Context: an optimization exercise on an open-source flow, tuned for small area. The choices shown serve that exercise and are no tape-out recipe. RTL that was checked went through simulation tests only; none was proved equivalent to the original. For run 2, only the layout was checked, not whether the RTL still works. No run shown here takes its clock network from TritonCTS; it comes from the design's own scripts or RTL. The flow treats the clock pin as an ideal source. Dropping or thinning the clock tree relies on that and would not hold on a real chip. Power is estimated from default activity; no workload was simulated.

--- flow/config.mk ---
export PLATFORM = sky130hd
export DESIGN_NAME = AppAlarmClockForFPGA
export DESIGN_NICKNAME = AppAlarmClockForFPGA
export VERILOG_FILES = /design/flow/design.v
export SDC_FILE = /design/flow/constraint.sdc
export NUM_CORES = 4
export LEC_CHECK = 0
export CAP_MARGIN = 20
export CORE_MARGIN = 2
export CORE_UTILIZATION = 60
export SLEW_MARGIN = 20
--- flow/constraint.sdc ---
create_clock -name core_clock -period 10.0 [get_ports {clk}]
set_input_delay 2.0000 -clock core_clock [delete_from_list [all_inputs] [get_ports {clk}]]
set_output_delay 2.0000 -clock core_clock [all_outputs]
set_load 0.01 [all_outputs]
--- flow/design.v ---
module AppAlarmClockForFPGA (
	clk,
	pushBtn,
	switches,
	led,
	buzzer,
	ps,
	seg0, seg1,
	seg2, seg3,
	seg4, seg5
);
input [9:0] switches;
input [1:0] pushBtn;
input clk;
output [9:0] led;
output reg buzzer;
output [3:0] ps;
output [7:0] seg0;
output [7:0] seg1;
output [7:0] seg2;
output [7:0] seg3;
output [6:0] seg4;
output [7:0] seg5;
localparam [3:0] O0 = 4'b0000;
localparam [3:0] O2 = 4'b0010;
function [3:0] bcd_inc(input [3:0] d);
	bcd_inc = {((d[0] & d[1] & d[2]) | (~d[0] & d[3])), ((~d[0] & d[2]) | (d[0] & d[1] & ~d[2]) | (~d[1] & d[2])), ((~d[0] & d[1]) | (d[0] & ~d[1] & ~d[3])), ((~d[0]))};
endfunction
function [3:0] bcd_dec(input [3:0] d);
	bcd_dec = {((d[0] & d[3]) | (~d[0] & ~d[1] & ~d[2] & ~d[3])), ((d[0] & d[2]) | (~d[0] & d[3]) | (d[1] & d[2])), ((~d[0] & ~d[1] & d[2]) | (~d[0] & d[3]) | (d[0] & d[1])), ((~d[0]))};
endfunction
function [6:0] seg_bcd(input [3:0] d);
	seg_bcd = {((~d[1] & ~d[2] & ~d[3]) | (d[0] & d[1] & d[2])), ((d[1] & ~d[2]) | (d[0] & ~d[2] & ~d[3]) | (d[0] & d[1])), ((~d[1] & d[2]) | (d[0])), ((~d[0] & ~d[1] & d[2]) | (d[0] & ~d[1] & ~d[2] & ~d[3]) | (d[0] & d[1] & d[2])), ((~d[0] & d[1] & ~d[2])), ((~d[0] & d[1] & d[2]) | (d[0] & ~d[1] & d[2])), ((d[0] & ~d[1] & ~d[2] & ~d[3]) | (~d[0] & ~d[1] & d[2]))};
endfunction
function [0:0] o_is9(input [3:0] d);
	o_is9 = ((d[0] & d[3]));
endfunction
function [0:0] o_is0(input [3:0] d);
	o_is0 = ((~d[0] & ~d[1] & ~d[2] & ~d[3]));
endfunction
function o_is3h(input [3:0] d);
	o_is3h = ((d[0] & d[1]));
endfunction
function [6:0] seg_h1(input [3:0] d);
	seg_h1 = {((~d[1] & ~d[2] & ~d[3]) | (d[1] & d[3]) | (d[0] & d[1] & d[2])), ((d[0] & d[1]) | (d[0] & ~d[2] & ~d[3]) | (d[1] & ~d[2] & ~d[3]) | (d[2] & d[3])), ((d[0]) | (~d[1] & d[2] & ~d[3])), ~((d[1] & ~d[2] & ~d[3]) | (~d[0] & ~d[2]) | (d[0] & ~d[1] & d[2]) | (~d[0] & d[1]) | (~d[1] & d[3])), ((~d[0] & d[1] & ~d[2] & ~d[3]) | (~d[0] & d[2] & d[3])), ((~d[0] & d[1] & d[2]) | (d[0] & ~d[1] & d[2] & ~d[3])), ~((~d[0] & ~d[2]) | (d[0] & d[2]) | (d[1] & ~d[3]) | (~d[1] & d[3]))};
endfunction
function [6:0] ms_inc(input [6:0] v);
	ms_inc = {o_is9(v[3:0]) ? {v[5], v[4], ~v[6]} : v[6:4], bcd_inc(v[3:0])};
endfunction
function [6:0] ms_dec(input [6:0] v);
	ms_dec = {o_is0(v[3:0]) ? {~v[4], v[6], v[5]} : v[6:4], bcd_dec(v[3:0])};
endfunction
function h_o9(input [3:0] o);
	h_o9 = o[3] & ~o[2] & ~o[1] & o[0];
endfunction
function [4:0] h_inc(input [4:0] v);
	if (v[3] & v[2] & v[0])
		h_inc = 5'd0;
	else
		h_inc = {v[4] ^ h_o9(v[3:0]), (h_o9(v[3:0]) & ~v[4]) ? 4'd0 : v[3:0] + 4'd1};
endfunction
function [4:0] h_dec(input [4:0] v);
	h_dec = {v[4] ^ (v[3:0] == 4'd0) ^ (v[3:0] == 4'd10), (v[3:0] == 4'd0) ? 4'd9 : v[3:0] - 4'd1};
endfunction
function ms_is59(input [6:0] v);
	ms_is59 = v[6] & ~v[5] & o_is9(v[3:0]);
endfunction
function h_is23(input [4:0] v);
	h_is23 = v[3] & v[2] & v[0];
endfunction
function ms_is0(input [6:0] v);
	ms_is0 = ~(v[6] | v[4]) & o_is0(v[3:0]);
endfunction
function h_is0(input [4:0] v);
	h_is0 = ~v[4] & ~(v[3] | v[2] | v[1] | v[0]);
endfunction
function [6:0] seg_jt(input [2:0] j);
	seg_jt = {~j[1] & ~j[2], j[0], j[2] | (j[0] & ~j[1]), j[0] ^ j[1],
	          j[1] & ~j[2], j[2] & ~j[1], j[0] ^ j[1]};
endfunction
function [6:0] seg_ht(input [1:0] b);
	seg_ht = {~b[1], b[0] | b[1], b[0], b[0], b[1], 1'b0, b[0]};
endfunction
wire rst = ~pushBtn[1];
wire sw9 = switches[9];
reg [9:0] count;           
reg [8:0] cnt;             
reg [1:0] currentState;
reg [5:0] btn_cnt;
reg button_state;
reg alarmflag, timerFlag, buzzerFlag;
reg led_flash;
reg switch_old;
reg [4:0] hours, alarm_hours, timer_hours, stopwatch_hours;
reg [6:0] minutes, alarm_minutes, timer_minutes, stopwatch_minutes;
reg [6:0] seconds, timer_seconds, stopwatch_seconds;
wire tick = ~sw9 & (&count[9:4]) & count[1];
always @(posedge clk) begin
	if (rst)
		count <= 10'd11;
	else if (~sw9)
		count <= tick ? 10'd11 : count + 1'b1;
end
always @(posedge clk) begin
	if (rst)
		buzzer <= 1'b0;
	else if (~sw9 & ~tick) begin
		if (count[9]) begin
			if (buzzerFlag & (alarmflag | timerFlag))
				buzzer <= 1'b1;
		end
		else
			buzzer <= 1'b0;
	end
end
reg [4:0] disp_h;
reg [6:0] disp_m, disp_s;
always @(*) begin
	case (currentState)
		2'd0: begin disp_h = hours;           disp_m = minutes;           disp_s = seconds; end
		2'd1: begin disp_h = alarm_hours;     disp_m = alarm_minutes;     disp_s = {3'd0, O0}; end
		2'd2: begin disp_h = timer_hours;     disp_m = timer_minutes;     disp_s = timer_seconds; end
		default: begin disp_h = stopwatch_hours; disp_m = stopwatch_minutes; disp_s = stopwatch_seconds; end
	endcase
end
wire [4:0] disp_h_inc = h_inc(disp_h);
wire [6:0] disp_m_inc = ms_inc(disp_m);
wire [6:0] disp_s_inc = ms_inc(disp_s);
assign seg0 = {1'b1, seg_bcd(disp_s[3:0])};
assign seg1 = {1'b1, seg_jt(disp_s[6:4])};
assign seg2 = {1'b1, seg_bcd(disp_m[3:0])};
assign seg3 = {1'b1, seg_jt(disp_m[6:4])};
assign seg4 = seg_h1(disp_h[3:0]);
assign seg5 = {1'b1, seg_ht({disp_h[3] & (disp_h[2] | disp_h[1]), disp_h[4]})};
assign ps = {2'b00, currentState};
assign led = {{6{led_flash}}, 1'b0, currentState[1] & currentState[0],
              currentState[1], currentState[1] | currentState[0]};
wire press = switch_old & ~pushBtn[0];
wire set_h = sw9 & press & ~switches[0] & switches[1];
wire set_m = sw9 & press & switches[0] & ~switches[1];
wire mode0 = currentState == 2'd0;
wire mode1 = currentState == 2'd1;
wire mode2 = currentState == 2'd2;
wire mode3 = currentState == 2'd3;
always @(posedge clk)
	switch_old <= pushBtn[0];
wire s59 = ms_is59(seconds);
wire m59 = ms_is59(minutes);
wire clk_s_en = tick;
wire clk_m_en = (tick & s59) | (set_m & mode0);
wire clk_h_en = (tick & s59 & m59) | (set_h & mode0);
always @(posedge clk) begin
	if (rst) begin
		hours <= 5'd0;
		minutes <= {3'd0, O0};
		seconds <= {3'd0, O0};
	end
	else begin
		if (clk_s_en) seconds <= ms_inc(seconds);
		if (clk_m_en) minutes <= ms_inc(minutes);
		if (clk_h_en) hours <= h_inc(hours);
	end
end
always @(posedge clk) begin
	if (rst) begin
		alarm_hours <= 5'd0;
		alarm_minutes <= {3'd0, O0};
		alarmflag <= 1'b0;
	end
	else begin
		if (set_h & mode1) alarm_hours <= disp_h_inc;
		if (set_m & mode1) alarm_minutes <= disp_m_inc;
		if (mode1 & ((set_h & ~h_is23(disp_h)) | (set_m & ~ms_is59(disp_m))))
			alarmflag <= 1'b1;
	end
end
wire ts0 = ms_is0(timer_seconds);
wire tm0 = ms_is0(timer_minutes);
wire th0 = h_is0(timer_hours);
wire timer_zero = ts0 & tm0 & th0;
wire t_dec = tick & ~timer_zero;
always @(posedge clk) begin
	if (rst) begin
		timer_hours <= 5'd0;
		timer_minutes <= {3'd0, O0};
		timer_seconds <= {3'd0, O2};
		timerFlag <= 1'b0;
	end
	else begin
		if (t_dec) timer_seconds <= ms_dec(timer_seconds);
		if (t_dec & ts0) timer_minutes <= ms_dec(timer_minutes);
		else if (set_m & mode2) timer_minutes <= disp_m_inc;
		if (t_dec & ts0 & tm0) timer_hours <= h_dec(timer_hours);
		else if (set_h & mode2) timer_hours <= disp_h_inc;
		if (mode2 & ((set_h & ~h_is23(disp_h)) | (set_m & ~ms_is59(disp_m))))
			timerFlag <= 1'b1;
	end
end
wire sw_s_en = tick & mode3 & switches[0];
wire sw_m_en = sw_s_en & ms_is59(disp_s);
wire sw_h_en = sw_m_en & ms_is59(disp_m);
always @(posedge clk) begin
	if (rst) begin
		stopwatch_hours <= 5'd0;
		stopwatch_minutes <= {3'd0, O0};
		stopwatch_seconds <= {3'd0, O0};
	end
	else begin
		if (sw_s_en) stopwatch_seconds <= disp_s_inc;
		if (sw_m_en) stopwatch_minutes <= disp_m_inc;
		if (sw_h_en) stopwatch_hours <= disp_h_inc;
	end
end
wire btn_hit = ~btn_cnt[5] & btn_cnt[3] & ~btn_cnt[2] & btn_cnt[1] & ~btn_cnt[0];
wire [5:0] btn_next = {btn_cnt[4:0], ~(btn_cnt[5] ^ btn_cnt[4])};
always @(posedge clk) begin
	if (rst) begin
		currentState <= 2'd0;
		btn_cnt <= 6'd0;
		button_state <= 1'b1;
	end
	else if (btn_hit) begin
		btn_cnt <= {5'd0, pushBtn[0] & ~button_state};
		button_state <= ~button_state;
		if (~button_state & ~sw9)
			currentState <= currentState + 1'b1;
	end
	else begin
		btn_cnt <= (pushBtn[0] == button_state) ? btn_next : 6'd0;
	end
end
wire going_off = ((hours == alarm_hours) & (minutes == alarm_minutes) & alarmflag)
               | (timer_zero & timerFlag);
always @(posedge clk) begin
	if (rst)
		cnt <= 9'd0;
	else
		cnt <= cnt + 1'b1;
	led_flash <= going_off & cnt[8];
	buzzerFlag <= going_off;
end
endmodule
--- flow/flow/run.sh ---
#!/bin/bash
# Layout flow: the standard ORFS flow with these changes
#  - synthesis: ORFS's synthesis script run with each area-oriented ABC script in
#    flow/abc_*.script (and without the adder-cell extraction); the netlist with the
#    smallest cell area is kept. Registers are mapped before ABC, exactly as in the
#    standard synthesis, which runs first and whose netlist is compared register by register.
#  - port buffers are the smallest buffer (buf_1)
#  - global placement keeps none of its timing-driven buffering (GPL_KEEP_OVERFLOW=0)
#  - clock tree: the clock port drives 4 clkbuf_16 buffers, each at the centre of a group of
#    flip-flops (flow/clock_tree.tcl); if that would give a flip-flop clock pin more than
#    115 ps of slew, TritonCTS runs instead, with clkbuf_8 buffers and without dummy loads,
#    and a leaf buffer whose flip-flop clock pins would see more than 110 ps of slew becomes
#    a clkbuf_16 (flow/clock_fix.tcl)
# Each tool's output goes to a log file in the work folder.
set -euo pipefail
WORK=$(pwd)
RES=results/$FLOW_PLATFORM/AppAlarmClockForFPGA/base

# standard synthesis, kept for reference (register names and cells)
bash standard.sh SCRIPTS_DIR=$FLOW_HOME/scripts synth > std_synth.log 2>&1
mkdir -p std
cp orfs/$RES/1_2_yosys.v std/1_2_yosys.v
rm -rf orfs

# synthesis candidates, in parallel
for s in flow/abc_*.script; do
  n=$(basename $s .script)
  rm -rf scripts_$n orfs_$n
  cp -r "$FLOW_HOME/scripts" scripts_$n
  cp $s scripts_$n/abc_area.script
  bash standard.sh SCRIPTS_DIR=$WORK/scripts_$n WORK_HOME=$WORK/orfs_$n ABC_AREA=1 ADDER_MAP_FILE= synth > synth_$n.log 2>&1 &
done
wait
best=$(python3 flow/pick.py orfs_abc_* 2> pick.log)
echo "picked $best" >> pick.log
mv orfs_$best orfs

python3 flow/regs.py std/1_2_yosys.v orfs/$RES/1_2_yosys.v > regs_check.log 2>&1

export BUFFER_PORTS_ARGS="-buffer_cell sky130_fd_sc_hd__buf_1"
export GPL_KEEP_OVERFLOW=0
export POST_CTS_TCL=$WORK/flow/clock_fix.tcl
export PRE_CTS_TCL=$WORK/flow/clock_tree.tcl
export CLK_LEAVES=4
export CTS_ARGS="-sink_clustering_enable -repair_clock_nets -dont_use_dummy_load -buf_list sky130_fd_sc_hd__clkbuf_8 -root_buf sky130_fd_sc_hd__clkbuf_8"
bash standard.sh > layout.log 2>&1
--- flow/flow/abc_a.script ---
strash
&get -n
&deepsyn -I 10 -J 50
&put
dch -f
amap
--- flow/flow/abc_b.script ---
strash
&get -n
&deepsyn -I 10 -J 50
&put
amap
--- flow/flow/abc_c.script ---
strash
&get -n
&deepsyn -I 4 -J 200
&put
dch -f
amap
--- flow/flow/abc_d.script ---
strash
dc2
dch -f
amap
strash
&get -n
&deepsyn -I 10 -J 50
&put
dch -f
amap
--- flow/flow/clock_fix.tcl ---
estimate_parasitics -placement
set m16 [[ord::get_db] findMaster sky130_fd_sc_hd__clkbuf_16]
set changed 0
foreach inst [[ord::get_db_block] getInsts] {
  if { [[$inst getMaster] getName] ne "sky130_fd_sc_hd__clkbuf_8" } { continue }
  set onet [[$inst findITerm X] getNet]
  if { $onet eq "NULL" } { continue }
  set worst 0
  foreach it [$onet getITerms] {
    if { ![$it isInputSignal] } { continue }
    if { ![string match "sky130_fd_sc_hd__df*" [[[$it getInst] getMaster] getName]] } { continue }
    set p [get_pins -quiet "[[$it getInst] getName]/[[$it getMTerm] getName]"]
    if { [llength $p] != 1 } { continue }
    set s [get_property $p slew_max]
    if { $s > $worst } { set worst $s }
  }
  if { $worst > 0.110 } {
    $inst swapMaster $m16
    incr changed
    puts "clock_fix: [$inst getName] -> clkbuf_16 (clock pin slew $worst ns)"
  }
}
if { $changed } {
  detailed_placement
  check_placement -verbose
  estimate_parasitics -placement
}
--- flow/flow/clock_tree.tcl ---
rename clock_tree_synthesis orfs_clock_tree_synthesis
proc clock_tree_synthesis { args } {
  set k $::env(CLK_LEAVES)
  set block [ord::get_db_block]
  set master [[ord::get_db] findMaster sky130_fd_sc_hd__clkbuf_16]
  set clk_src [lindex [get_property [lindex [all_clocks] 0] sources] 0]
  set clk_net [$block findNet [get_full_name $clk_src]]
  set sinks {}
  foreach it [$clk_net getITerms] {
    if { [$it isInputSignal] } { lappend sinks $it }
  }
  set pts {}
  foreach it $sinks {
    set box [[$it getInst] getBBox]
    lappend pts [list [expr {([$box xMin] + [$box xMax]) / 2.0}] [expr {([$box yMin] + [$box yMax]) / 2.0}]]
  }
  set n [llength $pts]
  # k-means (Manhattan distance), seeded with points spread along the x order
  set order [lsort -real -index 0 $pts]
  set cent {}
  for { set c 0 } { $c < $k } { incr c } {
    lappend cent [lindex $order [expr {int(($c + 0.5) * $n / $k)}]]
  }
  set assign {}
  for { set iter 0 } { $iter < 100 } { incr iter } {
    set assign {}
    foreach p $pts {
      set best 0
      set bd 1e30
      for { set c 0 } { $c < $k } { incr c } {
        set q [lindex $cent $c]
        set d [expr {abs([lindex $p 0] - [lindex $q 0]) + abs([lindex $p 1] - [lindex $q 1])}]
        if { $d < $bd } { set bd $d; set best $c }
      }
      lappend assign $best
    }
    set newc {}
    for { set c 0 } { $c < $k } { incr c } {
      set sx 0.0; set sy 0.0; set m 0
      foreach p $pts a $assign {
        if { $a == $c } { set sx [expr {$sx + [lindex $p 0]}]; set sy [expr {$sy + [lindex $p 1]}]; incr m }
      }
      if { $m > 0 } { lappend newc [list [expr {$sx / $m}] [expr {$sy / $m}]] } else { lappend newc [lindex $cent $c] }
    }
    set cent $newc
  }
  set bufs {}
  set nets {}
  for { set c 0 } { $c < $k } { incr c } {
    set inst [odb::dbInst_create $block $master "clkbuf_leaf_$c"]
    set net [odb::dbNet_create $block "clknet_leaf_$c"]
    $net setSigType CLOCK
    [$inst findITerm A] connect $clk_net
    [$inst findITerm X] connect $net
    set q [lindex $cent $c]
    $inst setLocation [expr {int([lindex $q 0])}] [expr {int([lindex $q 1])}]
    $inst setPlacementStatus PLACED
    lappend bufs $inst
    lappend nets $net
    set m 0
    foreach it $sinks a $assign {
      if { $a == $c } { $it disconnect; $it connect $net; incr m }
    }
    puts "clock_tree: clkbuf_leaf_$c drives $m clock pins"
  }
  set_propagated_clock [all_clocks]
  estimate_parasitics -placement
  set worst 0
  foreach it $sinks {
    set p [get_pins -quiet "[[$it getInst] getName]/[[$it getMTerm] getName]"]
    if { [llength $p] != 1 } { set worst 1; continue }
    set s [get_property $p slew_max]
    if { $s > $worst } { set worst $s }
  }
  puts "clock_tree: worst estimated clock pin slew $worst ns"
  if { $worst > 0.115 } {
    puts "clock_tree: too slow, using TritonCTS instead"
    foreach it $sinks { $it disconnect; $it connect $clk_net }
    foreach inst $bufs { odb::dbInst_destroy $inst }
    foreach net $nets { odb::dbNet_destroy $net }
    orfs_clock_tree_synthesis {*}$args
  }
}
--- flow/flow/pick.py ---
# Print the name of the synthesis candidate (folder orfs_NAME) with the smallest cell area.
import re, sys, glob
best = None
for d in sorted(sys.argv[1:]):
    f = glob.glob(d + "/reports/*/AppAlarmClockForFPGA/base/synth_stat.txt")
    if not f:
        continue
    m = re.search(r"Chip area for module .*?: ([\d.]+)", open(f[0]).read())
    if not m:
        continue
    a = float(m.group(1))
    print(f"{d}: {a}", file=sys.stderr)
    if best is None or a < best[0]:
        best = (a, d)
print(best[1][len("orfs_"):])
--- flow/flow/regs.py ---
# Compare the flip-flops (instance name -> cell type) of two Yosys netlists; exit 1 on a difference.
import re, sys

def regs(path):
    text = open(path).read()
    out = {}
    for m in re.finditer(r'^\s*(sky130_fd_sc_hd__(?:s?e?df|dl[xr])\w*)\s+(\S+)\s*\(', text, re.M):
        out[m.group(2)] = re.sub(r'_\d+$', '', m.group(1))
    return out

a, b = regs(sys.argv[1]), regs(sys.argv[2])
print(f"standard: {len(a)} registers, this flow: {len(b)} registers")
bad = 0
for k in sorted(set(a) | set(b)):
    if a.get(k) != b.get(k):
        print(f"differs: {k}: {a.get(k)} vs {b.get(k)}")
        bad += 1
print("registers match" if bad == 0 else f"{bad} differences")
sys.exit(1 if bad else 0)
--- flow/standard.sh ---
#!/bin/bash
# synth_recipe.tcl (not shown) runs the flow's synth.tcl, then flattens the netlist and writes it again
# the make line also repeats each setting of config.mk as NAME=value (left out here)
make -C /OpenROAD-flow-scripts/flow DESIGN_CONFIG=/design/flow/config.mk WORK_HOME=/design/flow/orfs CLKGATE_MAP_FILE= SYNTH_SCRIPT=/design/flow/synth_recipe.tcl "${@:-finish}"
==> results of run 1 <==
-- worst max path at each step --
stage | startpoint | end | slack [ns] | depth (start not counted)
global placement | pushBtn[1] | alarm_minutes[0] | 4.26 | 5
finish | currentState[1] | seg2[5] | 4.49 | 12
detailed placement | currentState[1] | seg2[5] | 4.82 | 12
floorplan | currentState[1] | seg4[2] | 5.33 | 7
global route | currentState[1] | seg2[5] | 4.24 | 12
-- state kept, by name, summed over array words and instances (netlist names), 6 cells and up --
register,count
minutes,7
stopwatch_seconds,7
alarm_minutes,7
timer_minutes,7
cnt,9
btn_cnt,6
seconds,7
stopwatch_minutes,7
count,10
timer_seconds,7
-- worst min-delay path: stages (launching register included) --
cell	delay, ns
dfxtp_1	0.32
clkinv_1	0.05
nor2_1	0.04
-- metrics by stage --
step	instance area [um2]	utilization	std cells	hold WS, ns	worst slack, ns
2_1_floorplan	4760	-	627	0.404	5.33
3_3_place_gp	4950	0.644	767	0.419	4.26
3_5_place_dp	4960	0.645	767	0.438	4.82
5_1_grt	5060	0.658	771	0.477	4.24
6_report	5060	0.658	771	0.447	4.49
-- per-layer routing --
layer  track usage  part of all wire  up-vias
met4        0.0784             0.031        0
met2         0.453              0.47      163
met5             0                 0        -
met1         0.358              0.44     2100
li1              -                 -     2270
met3        0.0228             0.061       28
-- cell usage after synthesis (5+ instances only) --
library cell and count:
dfxtp_1 103, clkinv_1 100, nor2_1 91, o22ai_1 54, nand2_1 52, o21ai_0 41
nor3_1 26, buf_4 20, a21oi_1 14, nand3_1 14, a222oi_1 11, a221oi_1 10
and3_1 9, a211oi_1 7, or2_0 7, o21a_1 6, or3_1 6, nor4_1 5
o221ai_1 5
-- layout make-up --
cell class / count / area [um2] / share of cell area
Buffer: 4 / 100 / 0.0198
Inverter: 100 / 375 / 0.0742
Multi-Input combinational cell: 404 / 2180 / 0.430
Sequential cell: 103 / 2060 / 0.408
Tap cell: 102 / 128 / 0.0252
Timing Repair Buffer: 58 / 219 / 0.0433
-- kinds of logic after synthesis --
family / synth area share
buffers and inverters: 0.111
other: 0.00159
AOI/OAI and AO/OA: 0.241
DFF: 0.436
and+or+nand+nor: 0.211
-- power breakdown --
part           leakage, uW  switching, uW  total, uW  internal (uW)
combinational     0.000814           16.5       22.1           5.59
sequential        0.000832           1.81        415            413
clock            0.0000493            101        175           73.7
==> impl_metrics.yaml, run 1 <==
status:
  status: "timing/DRC/antenna clean"
synthesis:
  yosysTopAreaCellShare: 0.436
  synth_cell_types: 39
  yosys.area.top_type: "dfxtp_1"
  ys_seq_area_frac: 0.436
  yosysWarnings: 1
  netlist_instances: 620
  ys_ff_latch: 103
  synth_edf_count: 0
  ys.flop_type: "dfxtp_1"
  synth_area_leaders: "dfxtp_1, clkinv_1, nor2_1"
  async_flop_share: 0
  syn_avg_cell_area_um2: 7.63
  synth.cell_area_um2: 4730
global_route:
  grt_pass1_vias: 4070
  track_usage: 0.265
  grt_pass1_wl_mm: 18.9
  grt_max_degree: 40
  grt.overflow.total: 0
  antenna_found_initial: 0
detailed_routing:
  drt_wl_total_mm: 11.6
  ant_nets: 0
  first_iter_violations: 361
  vias: 4561
  drtPass1Iterations: 5
  post_drt_wl_per_cell_um: 15.1
  via_per_inst: 5.92
  drc: 0
cells_and_area:
  area_delta_synth_final_pct: 6.93
  mostFrequentLayoutCells: "dfxtp_1, clkinv_1, nor2_1"
  final_common_cell: "dfxtp_1"
  drive_gt1_frac: 0.0120
  diodes: 0
  nets: 684
  fillers: 725
floorplanning:
  die_h_um: 92.8
  ioPinCount: 75
  die_area_um2: 8610
  initial_core_util: 0.616
  core_area_um2: 7690
  rows: 32
  die_x_um: 92.8
setup_path:
  cp_top_family: "buffers and inverters"
  reg2reg_depth: 13
  cp-start-kind: "register"
  crit_path_frequent_cell: "clkinv_1"
  required_ns: 8.00
  arrival_ns: 3.51
  end_kind: "primary output"
  reg2reg_from: "currentState[1]"
  r2r_slack_ns: 5.96
  path_cells: "clkinv_1 > nor2_2 > clkinv_1 > o22ai_1 > a221oi_1 > clkinv_1 > nor2_1 > clkinv_1 > o21ai_0 > or2_0 > a21oi_1 > buf_1"
  r2r_end: "timer_hours[1]"
  crit_path_max_incr_delay_ns: 0.64
  crit_buf_inv: 5
  cp_max_fo: 14
  path_class: "register to primary output"
  slowest_stage: "nor2_2"
timing:
  skew_ns: 0.0277
  max_freq_ghz: 0.181
  drv_slew: 0
  fin_crit_sh: 0.551
  worst_pin_slew_ns: 0.921
  relSlewSlack: 0.386
  finalHoldViolCount: 0
  rsz0062_at_grt: "no"
  fin_crit_ns: 5.51
  finalSetupTns_ns: 0
  setup_violations: 0
pwr:
  p_total_uw: 612
  irDropWorstVdd_uv: 115
  power_density_nw_per_um2: 121
  static-leakage-power_uw: 0.00170
worst_hold_path:
  min_to: "btn_cnt[2]"
  hold_depth: 2
  min_from: "btn_cnt[1]"
  hold_path.class: "register to register"
placed_design:
  globalplace.congestion: 0.875
  dp_hpwl_mm: 8.69
  io_buffers: 58
job:
  cap_violations: 0
clocking:
  worstSkewPairLatency_ns: 0.17
  clk_pin_slew_ns: 0.10
==> run 2: changes to the inputs <==
--- a/flow/design.v
+++ b/flow/design.v
@@ -190,7 +190,7 @@
 		if (t_dec) timer_seconds <= ms_dec(timer_seconds);
 		if (t_dec & ts0) timer_minutes <= ms_dec(timer_minutes);
-		else if (set_m & mode2) timer_minutes <= disp_m_inc;
+		else if (set_m & mode2) timer_minutes <= ms_inc(timer_minutes);
 		if (t_dec & ts0 & tm0) timer_hours <= h_dec(timer_hours);
-		else if (set_h & mode2) timer_hours <= disp_h_inc;
+		else if (set_h & mode2) timer_hours <= h_inc(timer_hours);
 		if (mode2 & ((set_h & ~h_is23(disp_h)) | (set_m & ~ms_is59(disp_m))))
 			timerFlag <= 1'b1;
==> impl_metrics.yaml, run 2 <==
global_route:
  antenna_found_initial: 0
  grt.overflow.total: 0
  grt_pass1_vias: 4188
  grt_max_degree: 44
  track_usage: 0.263
  grt_pass1_wl_mm: 19.1
detailed_routing:
  ant_nets: 0
  drt_wl_total_mm: 11.7
  drtPass1Iterations: 5
  vias: 4720
  via_per_inst: 5.92
  drc: 0
  first_iter_violations: 346
  post_drt_wl_per_cell_um: 14.7
cells_and_area:
  fillers: 715
  final_common_cell: "nor2_1"
  top_regs: "count: 10 flops, cnt: 9 flops"
  largest_reg_flops: 10
  regMostFlops: "count"
  nets: 710
  mostFrequentLayoutCells: "nor2_1, dfxtp_1, clkinv_1"
  drive_gt1_frac: 0.0115
  diodes: 0
  finish.utilization: 0.663
  area_delta_synth_final_pct: 6.83
  final_area_um2: 5150
synthesis:
  ys_seq_area_frac: 0.428
  yosysTopAreaCellShare: 0.428
  synth_edf_count: 0
  yosysWarnings: 1
  synth.cell_area_um2: 4820
  netlist_instances: 646
  syn_avg_cell_area_um2: 7.46
  yosys.area.top_type: "dfxtp_1"
  synth_cell_types: 36
  synthTopCellsByCount: "nor2_1, dfxtp_1, clkinv_1"
  ys_ff_latch: 103
  synth.most_common_cell: "nor2_1"
  ys.flop_type: "dfxtp_1"
  synth_area_leaders: "dfxtp_1, nor2_1, clkinv_1"
  async_flop_share: 0
setup_path:
  reg2reg_from: "currentState[0]"
  arrival_ns: 3.93
  crit_path_start: "currentState[1]"
  crit_path_max_incr_delay_ns: 0.66
  end_kind: "primary output"
  cp_max_fo: 14
  required_ns: 8.00
  slowest_stage: "nor2_2"
  path_cells: "clkinv_1 > nor2_2 > clkinv_1 > nor2_1 > a21oi_1 > o221ai_1 > clkinv_1 > nor2_1 > nor2_1 > a311oi_1 > clkinv_1 > buf_1"
  crit_path_frequent_cell: "clkinv_1"
  path_class: "register to primary output"
  cp-start-kind: "register"
placed_design:
  io_buffers: 58
  dp_hpwl_mm: 8.62
  placed_cell_area_um2: 5050
  globalplace.congestion: 0.893
pwr:
  power_density_nw_per_um2: 120
  static-leakage-power_uw: 0.00174
  irDropWorstVdd_uv: 116
  p_total_uw: 616
clocking:
  worstSkewPairLatency_ns: 0.17
  clk_pin_slew_ns: 0.11
timing:
  fin_crit_sh: 0.593
  skew_ns: 0.0321
  setup_violations: 0
  fin_crit_ns: 5.93
  finalHoldViolCount: 0
  rsz0062_at_grt: "no"
  max_freq_ghz: 0.169
  whs_ns: 0.415
  relSlewSlack: 0.354
  worst_pin_slew_ns: 0.970
  finalSetupTns_ns: 0
  drv_slew: 0
status:
  status: "timing/DRC/antenna clean"
floorplanning:
  die_area_um2: 8760
  ioPinCount: 75
  core_area_um2: 7770
  initial_core_util: 0.620
  die_x_um: 93.6
  die_h_um: 93.6
  rows: 32
job:
  cap_violations: 0
worst_hold_path:
  min_from: "btn_cnt[1]"
  hold_path.class: "register to register"
run 2: cell types whose count changed in the layout (fill, tap and decap cells not counted), moves of 6 or more:
cell | before | now
o22ai_1 | 54 | 40
nor2_1 | 89 | 106
a21oi_1 | 14 | 33
nor3_1 | 26 | 32
nand3_1 | 14 | 20
run 2: per-stage QoR:
step,instances,setup slack (ns)
floorplan,653,5.16
global placement,793,3.13
detailed placement,793,4.43
global route,797,3.78
finish,797,4.07
run 2: area by class of cell:
cell class / count / area (um2) / share of cell area
sequential: 103 / 2060 / 0.401
timing repair buffer: 58 / 219 / 0.0425
buffer: 4 / 100 / 0.0195
multi-input combinational: 428 / 2250 / 0.438
tap: 102 / 128 / 0.0248
inverter: 102 / 384 / 0.0746
run 2: final timing paths:
| kind | end | slack (ns) | depth (start not counted) |
|---|---|---|---|
| hold / removal | btn_cnt[2] | 0.41 | 2 |
| hold reg to reg | btn_cnt[2] | 0.41 | 2 |
| setup / recovery | seg4[5] | 4.07 | 12 |
| setup reg to reg | stopwatch_hours[2] | 5.96 | 9 |
run 2: where the power goes:
group          internal, uW  switching (uW)  total (uW)
clock network          73.8             105         179
registers               414            2.07         416
logic                  5.28            16.3        21.6
total                   493             123         616
run 2: metal layers:
| layer | global-route usage | routed length, um |
|---|---|---|
| met4 | 0.0374 | 167 |
| met5 | 0 | 0 |
| met1 | 0.364 | 5420 |
| met3 | 0.0161 | 720 |
| met2 | 0.465 | 5400 |
run 2: critical path, delay by kind of cell (launching register included):
kind | cells | cell delay, ns
buf+inv | 5 | 1.35
simple gates | 4 | 1.31
compound gates | 3 | 0.67
flops | 1 | 0.45
run 2: cell families after synthesis:
logic type             after synthesis  share of synthesized area
AOI/OAI and AO/OA                  172                      0.232
other                                2                    0.00156
DFF                                103                      0.428
buffers and inverters              122                      0.111
and+or+nand+nor                    247                      0.228
==> run 3: changes to the inputs <==
--- a/flow/design.v
+++ b/flow/design.v
@@ -84,5 +84,4 @@
 wire rst = ~pushBtn[1];
 wire sw9 = switches[9];
-reg [9:0] count;           
 reg [8:0] cnt;             
 reg [1:0] currentState;
@@ -95,10 +94,21 @@
 reg [6:0] minutes, alarm_minutes, timer_minutes, stopwatch_minutes;
 reg [6:0] seconds, timer_seconds, stopwatch_seconds;
-wire tick = ~sw9 & (&count[9:4]) & count[1];
-always @(posedge clk) begin
-	if (rst)
-		count <= 10'd11;
-	else if (~sw9)
-		count <= tick ? 10'd11 : count + 1'b1;
+reg pre_phase;
+reg [8:0] pre_cnt;
+wire pre_end = &pre_cnt;
+wire tick = ~sw9 & pre_end & pre_phase;
+always @(posedge clk) begin
+	if (rst) begin
+		pre_phase <= 1'b0;
+		pre_cnt <= 9'd11;
+	end
+	else if (~sw9) begin
+		if (pre_end) begin
+			pre_phase <= ~pre_phase;
+			pre_cnt <= pre_phase ? 9'd11 : 9'd13;
+		end
+		else
+			pre_cnt <= pre_cnt + 1'b1;
+	end
 end
 always @(posedge clk) begin
@@ -106,5 +116,5 @@
 		buzzer <= 1'b0;
 	else if (~sw9 & ~tick) begin
-		if (count[9]) begin
+		if (pre_phase) begin
 			if (buzzerFlag & (alarmflag | timerFlag))
 				buzzer <= 1'b1;
@@ -190,7 +200,7 @@
 		if (t_dec) timer_seconds <= ms_dec(timer_seconds);
 		if (t_dec & ts0) timer_minutes <= ms_dec(timer_minutes);
-		else if (set_m & mode2) timer_minutes <= ms_inc(timer_minutes);
+		else if (set_m & mode2) timer_minutes <= disp_m_inc;
 		if (t_dec & ts0 & tm0) timer_hours <= h_dec(timer_hours);
-		else if (set_h & mode2) timer_hours <= h_inc(timer_hours);
+		else if (set_h & mode2) timer_hours <= disp_h_inc;
 		if (mode2 & ((set_h & ~h_is23(disp_h)) | (set_m & ~ms_is59(disp_m))))
 			timerFlag <= 1'b1;
==> impl_metrics.yaml, run 3 <==
worst_hold_path:
  hold_path.class: "register to register"
synthesis:
  synth_cell_types: 38
  syn_avg_cell_area_um2: 7.61
  synth.cell_area_um2: 4720
  ys.flop_type: "dfxtp_1"
  netlist_instances: 620
  synth.most_common_cell: "dfxtp_1"
  ys_seq_area_frac: 0.437
  async_flop_share: 0
  yosysWarnings: 1
  synthTopCellsByCount: "dfxtp_1, clkinv_1, nor2_1"
  yosysTopAreaCellShare: 0.437
  synth_area_leaders: "dfxtp_1, clkinv_1, nor2_1"
  ys_ff_latch: 103
  yosys.area.top_type: "dfxtp_1"
  synth_edf_count: 0
cells_and_area:
  drive_gt1_frac: 0.0135
  final_common_cell: "dfxtp_1"
  mostFrequentLayoutCells: "dfxtp_1, clkinv_1, nor2_1"
  top_regs: "cnt: 9 flops, pre_cnt: 9 flops"
  area_delta_synth_final_pct: 7.02
  diodes: 0
  fillers: 711
  nets: 684
placed_design:
  place_ws_ns: 4.55
  io_buffers: 58
  globalplace.congestion: 0.888
  dp_hpwl_mm: 8.46
setup_path:
  cp-start-kind: "register"
  cp_max_fo: 16
  crit_path_max_incr_delay_ns: 0.67
  path_class: "register to primary output"
  crit_path_frequent_cell: "clkinv_1"
  path_cells: "clkinv_1 > nor2_2 > clkinv_1 > o221ai_1 > nor2_1 > clkinv_1 > o21ai_0 > nor2_1 > clkinv_1 > a21oi_1 > buf_1"
  arrival_ns: 3.47
  required_ns: 8.00
  end_kind: "primary output"
  slowest_stage: "nor2_2"
status:
  status: "timing/DRC/antenna clean"
detailed_routing:
  post_drt_wl_per_cell_um: 14.8
  drtPass1Iterations: 7
  via_per_inst: 5.85
  drc: 0
  vias: 4511
  drt_wl_total_mm: 11.4
  ant_nets: 0
  first_iter_violations: 311
floorplanning:
  core_area_um2: 7690
  die_x_um: 92.7
  die_area_um2: 8590
  initial_core_util: 0.614
  die_h_um: 92.7
  rows: 32
  ioPinCount: 75
timing:
  finalSetupTns_ns: 0
  fin_crit_ns: 5.47
  finalHoldViolCount: 0
  rsz0062_at_grt: "no"
  skew_ns: 0.0194
  setup_slack_ns: 4.53
  fin_crit_sh: 0.547
  drv_slew: 0
  setup_violations: 0
  max_freq_ghz: 0.183
  relSlewSlack: 0.441
  worst_pin_slew_ns: 0.838
global_route:
  use_met1: 0.367
  grt.met2_usage: 0.465
  antenna_found_initial: 0
  grt_max_degree: 45
  grt_pass1_vias: 4085
  track_usage: 0.266
  grt.overflow.total: 0
  use_met3: 0.0220
  grt_pass1_wl_mm: 19.0
  grt-busiest-layer: "met2"
clocking:
  worstSkewPairLatency_ns: 0.17
  clk_pin_slew_ns: 0.11
pwr:
  irDropWorstVdd_uv: 122
  power_density_nw_per_um2: 122
  static-leakage-power_uw: 0.00172
job:
  cap_violations: 0
## run 3: through the flow
step / cells / utilization / area (um2) / hold WS [ns] / power, uW
floorplan: 627 / - / 4750 / 0.404 / 440
global placement: 767 / 0.643 / 4940 / 0.415 / 445
detailed placement: 767 / 0.644 / 4950 / 0.425 / 445
global route: 771 / 0.657 / 5050 / 0.458 / 633
finish: 771 / 0.657 / 5050 / 0.441 / 614
## run 3: routing by layer
layer | routed length [um] | share of wire
met5 | 0 | 0
met4 | 176 | 0.015
met3 | 731 | 0.064
met2 | 5360 | 0.47
met1 | 5100 | 0.45
## run 3: final timing paths
path | startpoint | endpoint | slack (ns) | depth (start not counted)
min reg2reg | btn_cnt[1] | btn_cnt[2] | 0.44 | 2
max reg2reg | currentState[0] | stopwatch_hours[1] | 5.99 | 11
max | currentState[1] | seg2[5] | 4.53 | 11
min | btn_cnt[1] | btn_cnt[2] | 0.44 | 2
## run 3: power breakdown
group	total (uW)	switching, uW	internal, uW
Sequential	415	1.93	413
Clock	178	104	73.8
Combinational	20.9	15.6	5.29
## run 3: worst max-delay path, delay by kind of cell (launching register included)
kind	cells	cell delay, ns
buffers and inverters	5	1.09
and+or+nand+nor	3	1.02
AOI/OAI and AO/OA	3	0.78
DFF	1	0.41
## run 3: area by class of cell
cell class | count | area, um2 | share of cell area
Buffer | 4 | 100 | 0.0198
Multi-Input combinational cell | 405 | 2170 | 0.430
Timing Repair Buffer | 58 | 219 | 0.0433
Tap cell | 102 | 128 | 0.0253
Sequential cell | 103 | 2060 | 0.408
Inverter | 99 | 373 | 0.0738
## run 3: logic make-up after synthesis
family / share of synthesized area
simple gates: 0.218
other cells: 0.00159
buf+inv: 0.111
flops: 0.437
compound gates: 0.233
==> run 4: changes to the inputs <==
--- a/flow/flow/run.sh
+++ b/flow/flow/run.sh
@@ -6,4 +6,5 @@
 #    standard synthesis, which runs first and whose netlist is compared register by register.
 #  - port buffers are the smallest buffer (buf_1)
+#  - tie cells are not split per load (SKIP_REPAIR_TIE_FANOUT=1)
 #  - global placement keeps none of its timing-driven buffering (GPL_KEEP_OVERFLOW=0)
 #  - clock tree: the clock port drives 4 clkbuf_16 buffers, each at the centre of a group of
@@ -43,4 +44,5 @@
 export PRE_CTS_TCL=$WORK/flow/clock_tree.tcl
 export CLK_LEAVES=4
+export SKIP_REPAIR_TIE_FANOUT=1
 export CTS_ARGS="-sink_clustering_enable -repair_clock_nets -dont_use_dummy_load -buf_list sky130_fd_sc_hd__clkbuf_8 -root_buf sky130_fd_sc_hd__clkbuf_8"
 bash standard.sh > layout.log 2>&1
==> impl_metrics.yaml, run 4 <==
status:
  status: "timing/DRC/antenna clean"
placed_design:
  globalplace.congestion: 0.881
  place_ws_ns: 4.42
  dp_hpwl_mm: 8.61
  io_buffers: 58
timing:
  rsz0062_at_grt: "no"
  worst_pin_slew_ns: 0.843
  finalSetupTns_ns: 0
  setup_violations: 0
  setup_slack_ns: 4.53
  relSlewSlack: 0.437
  fin_crit_sh: 0.547
  drv_slew: 0
  finalHoldViolCount: 0
  max_freq_ghz: 0.183
  fin_crit_ns: 5.47
  skew_ns: 0.0218
synthesis:
  yosysTopAreaCellShare: 0.437
  ys.flop_type: "dfxtp_1"
  synth.cell_area_um2: 4720
  yosys.area.top_type: "dfxtp_1"
  synth_area_leaders: "dfxtp_1, clkinv_1, nor2_1"
  synth_cell_types: 38
  async_flop_share: 0
  yosysWarnings: 1
  syn_avg_cell_area_um2: 7.61
  netlist_instances: 620
  synth_edf_count: 0
  synth.most_common_cell: "dfxtp_1"
  ys_ff_latch: 103
  synthTopCellsByCount: "dfxtp_1, clkinv_1, nor2_1"
  ys_seq_area_frac: 0.437
global_route:
  use_met3: 0.0138
  grt_pass1_wl_mm: 19.0
  use_met1: 0.365
  grt_max_degree: 45
  grt-busiest-layer: "met2"
  track_usage: 0.265
  grt_pass1_vias: 4086
  grt.met2_usage: 0.473
  grt.overflow.total: 0
  antenna_found_initial: 0
cells_and_area:
  final_common_cell: "dfxtp_1"
  diodes: 0
  fillers: 684
  drive_gt1_frac: 0.0136
  area_delta_synth_final_pct: 6.47
  top_regs: "cnt: 9 flops, pre_cnt: 9 flops"
  nets: 677
  mostFrequentLayoutCells: "dfxtp_1, clkinv_1, nor2_1"
detailed_routing:
  post_drt_wl_per_cell_um: 15.2
  ant_nets: 0
  via_per_inst: 5.98
  drc: 0
  drt_wl_total_mm: 11.6
  vias: 4570
  drtPass1Iterations: 7
  first_iter_violations: 299
floorplanning:
  die_area_um2: 8590
  die_h_um: 92.7
  rows: 32
  die_x_um: 92.7
  initial_core_util: 0.614
  core_area_um2: 7690
  ioPinCount: 75
setup_path:
  arrival_ns: 3.47
  required_ns: 8.00
  reg2reg_depth: 11
  path_class: "register to primary output"
  cp-start-kind: "register"
  cp_max_fo: 16
  end_kind: "primary output"
pwr:
  static-leakage-power_uw: 0.00170
  power_density_nw_per_um2: 122
  irDropWorstVdd_uv: 153
clocking:
  worstSkewPairLatency_ns: 0.17
  clk_pin_slew_ns: 0.09
worst_hold_path:
  hold_path.class: "register to register"
  hold_depth: 2
job:
  cap_violations: 0
## run 4: kinds of logic after synthesis
family	after synthesis	synth area share
other cells	2	0.00159
flops	103	0.437
compound gates	167	0.233
simple gates	229	0.218
buf+inv	119	0.111
## run 4: where the power goes
part / internal (uW) / switching, uW / leakage, uW
logic: 5.30 / 16.0 / 0.000814
registers: 413 / 1.92 / 0.000832
clock network: 73.8 / 104 / 0.0000493
total: 492 / 122 / 0.00170
## run 4: final timing paths
| check | startpoint | to | slack, ns |
|---|---|---|---|
| worst max register to register | currentState[0] | stopwatch_hours[1] | 6.15 |
| worst min-delay path | btn_cnt[1] | btn_cnt[2] | 0.43 |
| worst min register to register | btn_cnt[1] | btn_cnt[2] | 0.43 |
| worst max-delay path | currentState[1] | seg2[5] | 4.53 |
## run 4: worst max-delay path, cell delays in order (launching register included)
cell and delay [ns]:
dfxtp_1 0.39, clkinv_1 0.17, nor2_2 0.68, clkinv_1 0.48, o221ai_1 0.55, nor2_1 0.12, clkinv_1 0.09, o21ai_0 0.10
nor2_1 0.24, clkinv_1 0.15, a21oi_1 0.16, buf_1 0.16
## run 4: area by class of cell
type                            count  area (um2)  area share
Tap cell                          102         128      0.0254
Inverter                           99         373      0.0742
Timing Repair Buffer               58         219      0.0436
Buffer                              4         100      0.0199
Sequential cell                   103        2060       0.410
Multi-Input combinational cell    398        2140       0.427
## run 4: metrics by stage
step	area [um2]	total power, uW	util	hold WS, ns	std cells
2_1_floorplan	4720	440	-	0.404	620
3_3_place_gp	4920	445	0.639	0.414	760
3_5_place_dp	4920	445	0.640	0.420	760
5_1_grt	5030	630	0.654	0.458	764
6_report	5030	614	0.654	0.432	764
## run 4: routing by layer
layer	vias to the layer above	share of wire
met5	-	0
met4	0	0.013
li1	2265	-
met3	13	0.056
met1	2154	0.45
met2	138	0.48

[separate check: timing with driven ports]
No port has a modelled driver above. Below, the same layouts with a new extraction and two added sets of constraints.
Step 1 (the two cells are an assumption about what drives the block):
set clk [get_ports {clk}]
set_driving_cell -lib_cell sky130_fd_sc_hd__clkbuf_16 $clk
set_driving_cell -lib_cell sky130_fd_sc_hd__buf_2 [delete_from_list [all_inputs] $clk]
Step 2 times the ports against the registers' clock, not the clock port: input delays grow and output delays shrink by t, the midpoint of the rising clock arrivals with the driver on.
Three values: ideal ports, drivers, drivers and shift; two values: the first two.
| run | shift t [ns] | setup slack, ns | worst hold slack (ns) | clock arrival spread, ns | pins driven straight from the clock port |
|---|---|---|---|---|---|
| run 1 | 0.238 | 4.489 / 4.409 / 4.647 | 0.447 / 0.447 / 0.447 | 0.029 / 0.030 | 4 |
| run 2 | 0.234 | 4.073 / 3.997 / 4.231 | 0.415 / 0.415 / 0.415 | 0.032 / 0.032 | 4 |
| run 3 | 0.238 | 4.528 / 4.449 / 4.492 | 0.441 / 0.441 / 0.441 | 0.019 / 0.020 | 4 |
| run 4 | 0.245 | 4.534 / 4.451 / 4.560 | 0.432 / 0.432 / 0.432 | 0.022 / 0.022 | 4 |
After both steps every run listed still meets setup and hold. For run 3, which loses most, drivers alone change the setup slack by -0.079 ns; drivers and shift together by -0.036 ns.
